Context: an optimization exercise on an open-source flow, tuned for small area and few clock cycles. The choices shown serve that exercise and are no tape-out recipe. Function was checked by simulation only, so behaviour that the tests miss may differ from the original. Power and IR drop assume default switching activity.

==> flow/design.v (outline; a module is shown in full before it is edited, if it fits) <==
// module datapath: 47 lines
// module exec_unit: 1179 lines
// module fadd: 354 lines
// module regfile: 55 lines
// module rf_nand22: 3 lines
// module k_inv: 1 lines
// module k_nand2: 1 lines
// module k_nand3: 1 lines
// module k_nand4: 1 lines
// module k_nor2: 1 lines
// module k_and2: 1 lines
// module k_and3: 1 lines
// module k_and4: 1 lines
// module k_or2: 1 lines
// module k_nand2b: 1 lines
// module k_a21o: 1 lines
// module k_a22o: 1 lines
// module k_a22oi: 1 lines
// module k_a222oi: 3 lines
// module k_mux2i: 1 lines
// module k_xor2: 1 lines
// module k_xnor2: 1 lines
// module k_ha: 1 lines
// module k_fa: 4 lines
// module k_dff: 1 lines
module datapath(
    input clk,
    input rst,
    output [9:0] imem_addr,
    input [31:0] imem_rdata,
    output [9:0] dmem_addr,
    output [31:0] dmem_wdata,
    output dmem_we,
    input [31:0] dmem_rdata,
    output done
);
  // ...
==> flow/run.sh <==
#!/bin/bash
# synth_recipe.tcl (not shown) runs the flow's synth.tcl, then flattens the netlist and writes it again
# the make line also repeats each setting of config.mk as NAME=value (left out here)
make -C /OpenROAD-flow-scripts/flow DESIGN_CONFIG=/design/flow/config.mk WORK_HOME=/design/flow/orfs CLKGATE_MAP_FILE= SYNTH_SCRIPT=/design/flow/synth_recipe.tcl finish
==> flow/config.mk <==
export PLATFORM = sky130hd
export DESIGN_NAME = datapath
export DESIGN_NICKNAME = datapath
export VERILOG_FILES = /design/flow/design.v
export SDC_FILE = /design/flow/constraint.sdc
export NUM_CORES = 8
export LEC_CHECK = 0
export CAP_MARGIN = 5
export CORE_MARGIN = 2
export CORE_UTILIZATION = 58
export CTS_BUF_LIST = sky130_fd_sc_hd__clkbuf_8
export CTS_CLUSTER_DIAMETER = 50
export CTS_CLUSTER_SIZE = 14
export GPL_TIMING_DRIVEN = 0
export PLACE_DENSITY = 0.63
export SLEW_MARGIN = 5
export SYNTH_HIERARCHICAL = 1
export SYNTH_MINIMUM_KEEP_SIZE = 0
==> flow/constraint.sdc <==
create_clock -name core_clock -period 25.0 [get_ports {clk}]
set_input_delay 5.0000 -clock core_clock [delete_from_list [all_inputs] [get_ports {clk}]]
set_output_delay 5.0000 -clock core_clock [all_outputs]
set_load 0.01 [all_outputs]
==> out/metrics.yaml, run 1 <==
multi_input_area_sq_mm: 0.04669
reg_top3: "rf.row.c.f.q: 1984 flops, IR: 32 flops, PC: 32 flops"
track_usage: 0.5345
grt_overflow: 0
holdCritPathClass: "reg -> reg"
power_leader: "sequential cells"
hold_viol: 0
instances_no_fill: 10440
synth_edf_count: 0
r2r_start: "IR[19]"
p_total_uw: 5846
p_int_uw: 4256
die_y_microns: 395.9
ant_nets: 0
cts_setup_buffers: 0
regToRegSetupSlack_ns: 3.85
grt_pass1_vias: 83350
top_register: "rf.row.c.f.q"
synth_top_family_by_area: "compound AO/OA/AOI/OAI gates"
yosysMostFrequentCell: "a22o_1"
synth-main-ff-cell: "dfxtp_1"
nets: 8510
drv_cap: 14
synth.area.top_cells: "dfxtp_1 45%, a22o_1 20%, a222oi_1 16%, mux2i_1 2.7%, nand4_1 2.3%"
crit_cells: 61
path_delay_family: "compound AO/OA/AOI/OAI gates"
seq_power_uw: 3320
n_fill_cell: 12220
final_layout_size_suffix_gt1_frac: 0.09765
core_sq_mm: 0.1523
seq_cell_count: 2050
synth_top_area_share: 0.4533
clock_sinks: 2050
cp_common_cell: "a21o_1"
slew_viol_final: 139
so.violations: "capacitance limit, slew limit"
run_status: "complete, but fails checks"
synthToLayoutAreaGrowth_pct: 11.17
syn_inst: 7869
Testbench counts, summed over its fixed seeds: cycles 77,903.
==> inputs of run 2 (changes only) <==
--- a/flow/config.mk
+++ b/flow/config.mk
@@ -6,5 +6,5 @@
 export NUM_CORES = 8
 export LEC_CHECK = 0
-export CAP_MARGIN = 5
+export CAP_MARGIN = 10
 export CORE_MARGIN = 2
 export CORE_UTILIZATION = 58
@@ -14,5 +14,5 @@
 export GPL_TIMING_DRIVEN = 0
 export PLACE_DENSITY = 0.63
-export SLEW_MARGIN = 5
+export SLEW_MARGIN = 10
 export SYNTH_HIERARCHICAL = 1
 export SYNTH_MINIMUM_KEEP_SIZE = 0
==> out/metrics.yaml, run 2 <==
via_count: 92500
grt_pass1_vias: 84380  # +1.2%
via_per_inst: 8.797
ys_warn_count: 11
use_met3: 0.3089
busiest_layer: "met2"
clock_latency_ns: 1.04
root_buffer: "clkbuf_8"
nets: 8584  # +0.87%
wl_microns: 447200
yosys.area.top_type: "dfxtp_1"
firstDrtPassIters: 23
slew_headroom: -0.03532
top_register: "rf.row.c.f.q"
instances_no_fill: 10520  # +0.75%
die_y_microns: 395.9  # unchanged
setup_ws_ns: 4.403
reg2reg_depth: 65
yosysMostFrequentCell: "a22o_1"
hold_viol: 0  # unchanged
clock_sinks: 2050  # unchanged
grt_pass1_wl_microns: 618300
synth-main-ff-cell: "dfxtp_1"
synthToLayoutAreaGrowth_pct: 12.87
regToRegSetupSlack_ns: 4.40  # +0.55 ns
track_usage: 0.5368  # +0.002222
largest_reg_flops: 1984
portBuffers: 119
swShare: 0.2692
syn-mean-instance-area_sq_um: 11.32
final_layout_size_suffix_gt1_frac: 0.1091  # +0.01140
worstMarginPinSlew_ns: 1.539
r2r_start: "IR[19]"
power_density_mw_per_mm2: 58.60
cp_common_cell: "a21o_1"
cts_resized: 0
grt_overflow: 0  # unchanged
ant_nets: 0  # unchanged
n_fill_cell: 12010  # -1.8%
ctsHoldBuffers: 0
die_x_microns: 395.9
timing.rr.end: "rf.row[44].c[27].f.q"
min_path_cells: 1
slowest_delay_ns: 1.36
slew_viol_final: 2  # -99%
reg_top3: "rf.row.c.f.q: 1984 flops, IR: 32 flops, PC: 32 flops"
seq_area_sq_mm: 0.04121
setup_tns_ns: 0
peakVddDrop_uv: 56.15
mostFrequentLayoutCells: "2059 x a22o_1, 2016 x dfxtp_1, 1464 x a222oi_1"
run_status: "complete, but fails checks"
cts_made_buffers: 184
worstHoldStart: "rf.row[61].c[3].f.q"
worst_path_max_delay_cell: "nor4_1"
rsz0062_at_grt: "no"
combinationalPowerShare: 0.083
synth_nets: 8074
io-pin-count: 120
row_count: 143
antenna_found_initial: 30
final_core_util: 0.6603
ys_types: 70
post-route-period-util: 0.8239
h-tree-depth: 4
initial_core_util: 0.5850
synth_commonest_cells: "2059 x a22o_1, 2017 x dfxtp_1, 1464 x a222oi_1, 472 x nand2_1, 358 x inv_1"
route.detailed.wl_per_inst_microns: 42.53
gp_congestion: 1.122
ys_ff_latch: 2050
setup_violations: 0
p_int_uw: 4305  # +1.2%
p_leak_uw: 0.03792
drc_errors: 0
fmax_ghz: 0.04855
seq_area_frac_synth: 0.4626
cp.arrival_ns: 21.48
grtUsageMet1: 0.6547
critPathMaxFanout: 32
met2_usage: 0.7149
dp.cells: 10220
holdCritPathClass: "reg -> reg"
cp-end-kind: "flop"
grt_max_degree: 46
clock_path_buffers: 3
p_switching_uw: 1586
clkPwrFrac: 0.354
so.violations: "capacitance limit, slew limit"
synth_edf_count: 0  # unchanged
finalClockSkew_ns: 0.08381
drv_cap: 2  # -12
cts_tree: "built"
drtIter0Drc: 25470
crit_required_ns: 25.89
syn_inst: 7869  # unchanged
async_reset_ff_frac: 0.01610
p_seq_frac: 0.563
clkTransAtPathRegs_ns: 0.09
multi_input_area_sq_mm: 0.04673  # about the same
finalCriticalPeriod_ns: 20.60
hpwl_microns: 277900
syn_area_sq_mm: 0.08908
synth_top_area_share: 0.4533  # unchanged
final_common_cell: "a22o_1"
cp-start-kind: "flop"
core_sq_mm: 0.1523  # unchanged
cts_setup_buffers: 0  # unchanged
crit_type: "reg -> reg"
synth.area.top_cells: "dfxtp_1 45%, a22o_1 20%, a222oi_1 16%, mux2i_1 2.7%, nand4_1 2.3%"
design.die.area_sq_mm: 0.1567
min_to: "rf.row[61].c[3].f.q"
dp_worst_setup_slack_ns: 6.003
==> run 2: how the worst max path moves through the flow <==
| stage | start | slack [ns] | endpoint | cells past startpoint |
|---|---|---|---|---|
| 6_report | IR[19] | 4.40 | rf.row[44].c[27].f.q | 65 |
| 5_1_grt | IR[19] | 4.33 | rf.row[45].c[27].f.q | 65 |
| 4_1_cts | IR[19] | 5.94 | rf.row[8].c[26].f.q | 64 |
| 3_5_place_dp | IR[19] | 6.00 | rf.row[8].c[26].f.q | 64 |
| 3_3_place_gp | IR[30] | -0.94 | rf.row[13].c[25].f.q | 58 |
| 2_1_floorplan | IR[31] | 5.83 | rf.row[0].c[25].f.q | 57 |
==> run 2: layer usage <==
metal,share of wire,up-vias
met5,0.0022,-
met3,0.20,1919
met4,0.080,38
met1,0.34,44980
li1,-,36200
met2,0.38,9364
==> run 2: per-stage QoR <==
stage	cell area, sq um	total power (uW)	hold slack [ns]
2_1_floorplan	89080	3622	0.4769
5_1_grt	100500	5998	0.5294
3_3_place_gp	92810	3807	0.4872
6_report	100500	5891	0.5181
3_5_place_dp	96820	3847	0.4924
4_1_cts	100400	5836	0.5157
==> run 2: cell families after synthesis <==
| logic type | after synthesis | share of synthesized area |
|---|---|---|
| buffers and inverters | 410 | 0.01912 |
| AND/OR/NAND/NOR | 1180 | 0.07020 |
| multiplexers | 247 | 0.02811 |
| adder cells (fa/ha/maj) | 140 | 0.02351 |
| XOR/XNOR | 148 | 0.01492 |
| other | 1 | 0.00004210 |
| flip-flops | 2050 | 0.4626 |
| AO/OA/AOI/OAI | 3693 | 0.3815 |
==> run 2: power by group through the flow <==
stage | Clock (uW) | Combinational [uW] | Sequential (uW)
detailed placement | 0 | 454 | 3390
CTS | 2060 | 457 | 3320
floorplan | 0 | 239 | 3380
global route | 2180 | 496 | 3320
finish | 2080 | 490 | 3320
global placement | 0 | 414 | 3390
==> run 2: layout make-up <==
type	instances	share of cell area
Sequential cell	2050	0.4098
Inverter	359	0.01343
Clock buffer	201	0.02751
Timing Repair Buffer	324	0.04711
Tap cell	2030	0.02526
Multi-Input combinational cell	5409	0.4648
Clock inverter	70	0.008014
Buffer	51	0.003509
Antenna cell	21	0.0005227
==> run 2: critical path, delay by kind of cell (launching register included) <==
| kind | cells | cell delay, ns |
|---|---|---|
| fa+ha+maj | 5 | 1.28 |
| compound gates | 34 | 8.77 |
| simple gates | 11 | 5.24 |
| flops | 1 | 0.92 |
| xor+xnor | 4 | 0.86 |
| mux | 5 | 1.27 |
| buf+inv | 6 | 2.00 |
==> run 2: Yosys stat by module, one instance, submodules excluded, a selection <==
module	cells inside	times used	cell area, sq um	flops+latches
k_a222oi	1	1464	10.01	0
k_nand2b	1	5	6.256	0
k_a22o	1	2059	8.758	0
regfile	59	1	370.4	0
k_nor2	1	10	3.754	0
k_ha	1	86	12.51	0
k_and3	1	24	6.256	0
k_nand2	1	440	3.754	0
k_and4	1	8	8.758	0
k_a22oi	1	16	12.51	0
k_dff	1	1984	20.02	1
rf_nand22	7	64	46.29	0
k_fa	1	45	20.02	0
==> inputs of run 3 (changes only) <==
==> flow/flow/run.sh (new file) <==
#!/bin/bash
set -euo pipefail
export BUFFER_PORTS_ARGS="-buffer_cell sky130_fd_sc_hd__buf_1"
sed -E 's/(CAP|SLEW)_MARGIN=[0-9.]+/\1_MARGIN=0/g' standard.sh > standard_m0.sh
bash standard_m0.sh cts > flow_to_cts.log 2>&1
bash standard.sh > flow_finish.log 2>&1
==> flow/standard.sh (new file) <==
#!/bin/bash
# synth_recipe.tcl (not shown) runs the flow's synth.tcl, then flattens the netlist and writes it again
# the make line also repeats each setting of config.mk as NAME=value (left out here)
make -C /OpenROAD-flow-scripts/flow DESIGN_CONFIG=/design/flow/config.mk WORK_HOME=/design/flow/orfs CLKGATE_MAP_FILE= SYNTH_SCRIPT=/design/flow/synth_recipe.tcl "${@:-finish}"
==> flow/config.mk (replaced) <==
export PLATFORM = sky130hd
export DESIGN_NAME = datapath
export DESIGN_NICKNAME = datapath
export VERILOG_FILES = /design/flow/design.v
export SDC_FILE = /design/flow/constraint.sdc
export NUM_CORES = 8
export LEC_CHECK = 0
export CAP_MARGIN = 15
export CORE_MARGIN = 2
export CORE_UTILIZATION = 58
export CTS_BUF_LIST = sky130_fd_sc_hd__clkbuf_8
export CTS_CLUSTER_DIAMETER = 70
export CTS_CLUSTER_SIZE = 16
export GPL_TIMING_DRIVEN = 0
export PLACE_DENSITY = 0.63
export SLEW_MARGIN = 15
export SYNTH_HIERARCHICAL = 1
export SYNTH_MINIMUM_KEEP_SIZE = 0
removed: flow/run.sh
==> out/metrics.yaml, run 3 <==
ant_nets: 0  # unchanged
finalClockSkew_ns: 0.1022  # +0.01840 ns
crit_type: "reg -> reg"
power_density_mw_per_mm2: 56.86  # -3.0%
io-pin-count: 120  # unchanged
worstMarginPinSlew_ns: 1.569  # +0.03045 ns
nets: 8474  # -1.3%
firstDrtPassIters: 20  # -13%
hpwl_microns: 269700  # -3.0%
drtIter0Drc: 26020  # +2.2%
cts_made_buffers: 153  # -17%
reg_top3: "rf.row.c.f.q: 1984 flops, IR: 32 flops, PC: 32 flops"
yosysMostFrequentCell: "a22o_1"
row_count: 143  # unchanged
worstHoldStart: "rf.row[60].c[21].f.q"
cp_common_cell: "a21o_1"
top_register: "rf.row.c.f.q"
synth_commonest_cells: "2059 x a22o_1, 2017 x dfxtp_1, 1464 x a222oi_1, 472 x nand2_1, 358 x inv_1"
synth_edf_count: 0  # unchanged
grt_overflow: 0  # unchanged
regToRegSetupSlack_ns: 4.37  # -0.03 ns
worst_path_max_delay_cell: "nor4_2"
yosys.area.top_type: "dfxtp_1"
postPlaceCellArea_sq_mm: 0.09437  # -2.5%
post-route-period-util: 0.8252  # +0.001303
cts_tree: "built"
yosys.area_share.adder: 0.02351  # unchanged
ys_ff_latch: 2050  # unchanged
synth_mux_area_frac: 0.02811  # unchanged
synthToLayoutAreaGrowth_pct: 9.254
clkTransAtPathRegs_ns: 0.10  # about the same
setup_ws_ns: 4.370  # -0.03257 ns
cts_setup_buffers: 0  # unchanged
largest_reg_flops: 1984  # unchanged
so.violations: "capacitance limit"
r2r_start: "IR[19]"
clock_sinks: 2050  # unchanged
gp_congestion: 1.066  # -5.0%
rsz0062_at_grt: "no"
grt_max_degree: 51  # +11%
synth_top_family_by_area: "compound AO/OA/AOI/OAI gates"
final_common_cell: "a22o_1"
cp.arrival_ns: 21.49  # about the same
slew_viol_final: 3  # +1
root_buffer: "clkbuf_8"
cp-start-kind: "flop"
ys_types: 70  # unchanged
critPathMaxFanout: 32  # unchanged
drv_cap: 2  # unchanged
synth.area.top_cells: "dfxtp_1 45%, a22o_1 20%, a222oi_1 16%, mux2i_1 2.7%, nand4_1 2.3%"
reg2reg_depth: 63  # -3.1%
n_fill_cell: 12310  # +2.5%
min_to: "rf.row[60].c[21].f.q"
seq_area_frac_synth: 0.4626  # unchanged
via_per_inst: 8.909  # +1.3%
p_total_uw: 5534  # -6.1%
fmax_ghz: 0.04847  # -0.16%
final_core_util: 0.6392  # -0.02116
finalCriticalPeriod_ns: 20.63  # +0.03257 ns
clock_path_buffers: 3  # unchanged
via_count: 92130  # -0.41%
cp-end-kind: "flop"
ctsHoldBuffers: 0  # unchanged
clock_latency_ns: 1.06  # +0.02 ns
cts_resized: 0  # unchanged
route.detailed.wl_per_inst_microns: 43.31  # +1.8%
slew_headroom: -0.05580  # -0.02049
async_reset_ff_frac: 0.01610  # unchanged
h-tree-depth: 4  # unchanged
min_path_cells: 1  # unchanged
synth-compound-area-share: 0.3815  # unchanged
core_sq_mm: 0.1523  # unchanged
wl_microns: 447900  # +0.16%
syn_inst: 7869  # unchanged
grt_pass1_vias: 84300  # -0.089%
hold_viol: 0  # unchanged
die_x_microns: 395.9  # unchanged
synth_nets: 8074  # unchanged
timing.rr.end: "rf.row[41].c[25].f.q"
yosys.area_share.simple: 0.07020  # unchanged
syn_area_sq_mm: 0.08908  # unchanged
grt_pass1_wl_microns: 620400  # +0.34%
setup_violations: 0  # unchanged
peakVddDrop_uv: 59.84  # +6.6%
stdcell_area_sq_mm: 0.09732  # -3.2%
dp_worst_setup_slack_ns: 5.126  # -0.8775 ns
syn-mean-instance-area_sq_um: 11.32  # unchanged
synth_xor_area_frac: 0.01492  # unchanged
final_layout_size_suffix_gt1_frac: 0.09227  # -0.01678
crit_required_ns: 25.86  # -0.03 ns
run_status: "complete, but fails checks"
crit_start: "IR[19]"
portBuffers: 119  # unchanged
drc_errors: 0  # unchanged
mostFrequentLayoutCells: "2059 x a22o_1, 2016 x dfxtp_1, 1464 x a222oi_1"
die_y_microns: 395.9  # unchanged
track_usage: 0.5391  # +0.002349
ys_warn_count: 11  # unchanged
synth-main-ff-cell: "dfxtp_1"
antenna_found_initial: 30  # unchanged
slowest_delay_ns: 1.08  # -0.28 ns
p_leak_uw: 0.03650  # -3.7%
design.die.area_sq_mm: 0.1567  # unchanged
initial_core_util: 0.5850  # unchanged
holdCritPathClass: "reg -> reg"
synth_top_area_share: 0.4533  # unchanged
-- run 3: power by group --
part | total, uW | switching [uW] | internal, uW
Sequential | 3320 | 35.2 | 3280
Clock | 1750 | 1160 | 599
Combinational | 459 | 335 | 125
-- run 3: cells by family (layout without fill, tap and decap cells) --
kind of cell	count (synthesis)	count (layout)
AO/OA/AOI/OAI	3693	3693
flip-flops	2050	2050
AND/OR/NAND/NOR	1180	1180
buffers and inverters	410	843
multiplexers	247	247
XOR/XNOR	148	148
adder cells (fa/ha/maj)	140	140
other	1	10
-- run 3: stage by stage --
stage / hold slack [ns] / TNS [ns] / std cells
final: 0.5218 / 0 / 10340
after global routing: 0.5318 / 0 / 10340
after CTS: 0.5199 / 0 / 10310
after detailed placement: 0.4924 / 0 / 10120
after global placement: 0.4870 / -2839.00 / 10020
after floorplan: 0.4769 / 0 / 7869
-- run 3: worst max-delay path by stage --
stage                           endpoint  cells after the start
detailed placement   rf.row[0].c[25].f.q                     64
global route        rf.row[41].c[25].f.q                     63
CTS                 rf.row[41].c[25].f.q                     64
finish              rf.row[41].c[25].f.q                     63
global placement     rf.row[0].c[27].f.q                     57
floorplan            rf.row[0].c[25].f.q                     57
-- run 3: layout make-up --
class | count | area, sq um | area share
buffer | 51 | 352.8 | 0.003626
tap | 2030 | 2540 | 0.02610
multi-input combinational | 5409 | 46750 | 0.4804
timing repair buffer | 245 | 2616 | 0.02688
antenna | 9 | 22.52 | 0.0002314
inverter | 359 | 1350 | 0.01387
clock buffer | 153 | 2106 | 0.02164
sequential | 2050 | 41210 | 0.4234
clock inverter | 35 | 379.1 | 0.003896
-- run 3: per-layer routing --
layer  up-vias  track usage  share of wire
li1      35910            -              -
met1     44620       0.6762           0.34
met2      9587       0.7212           0.38
met3      1972       0.2869           0.20
met4        32       0.3226          0.079
met5         -     0.009852        0.00079
-- run 3: modules after synthesis, one instance, submodules excluded, excerpt --
module,times used,area [sq um],cells inside
exec_unit,1,980.9,160
k_nor2,10,3.754,1
k_mux2i,237,10.01,1
datapath,1,1534,73
k_a22oi,16,12.51,1
k_or2,6,6.256,1
k_inv,336,3.754,1
regfile,1,370.4,59
rf_nand22,64,46.29,7
k_a22o,2059,8.758,1
k_nand3,26,5.005,1
-- run 3: worst max-delay path: cells and delay by family (launching register included) --
kind,cells,cell delay [ns]
buffers and inverters,6,1.99
XOR/XNOR,4,0.90
adder cells (fa/ha/maj),4,1.17
multiplexers,5,1.40
flip-flops,1,0.91
AO/OA/AOI/OAI,33,9.17
AND/OR/NAND/NOR,11,4.85

what the ideal ports hide:
The results above use ideal ports. As a check the final layouts listed here were re-extracted and re-timed, cells and wires unchanged.
Step 1 (the two cells are an assumption about what drives the block):
set clk [get_ports {clk}]
set_driving_cell -lib_cell sky130_fd_sc_hd__clkbuf_16 $clk
set_driving_cell -lib_cell sky130_fd_sc_hd__buf_2 [delete_from_list [all_inputs] $clk]
Step 2 also shifts input and output timing later by t, the mid clock arrival at the registers, as if the neighbouring blocks saw the same clock.
Three values: ideal, step 1, step 2; two values: the first two.
| run | shift t [ns] | setup WS [ns] | worst register clock-pin slew, ns |
|---|---|---|---|
| run 1 | 1.055 | 3.849 / 3.849 / 3.849 | 0.10 / 0.10 |
| run 2 | 1.094 | 4.403 / 4.403 / 4.403 | 0.10 / 0.10 |
| run 3 | 1.097 | 4.370 / 4.370 / 4.370 | 0.11 / 0.11 |
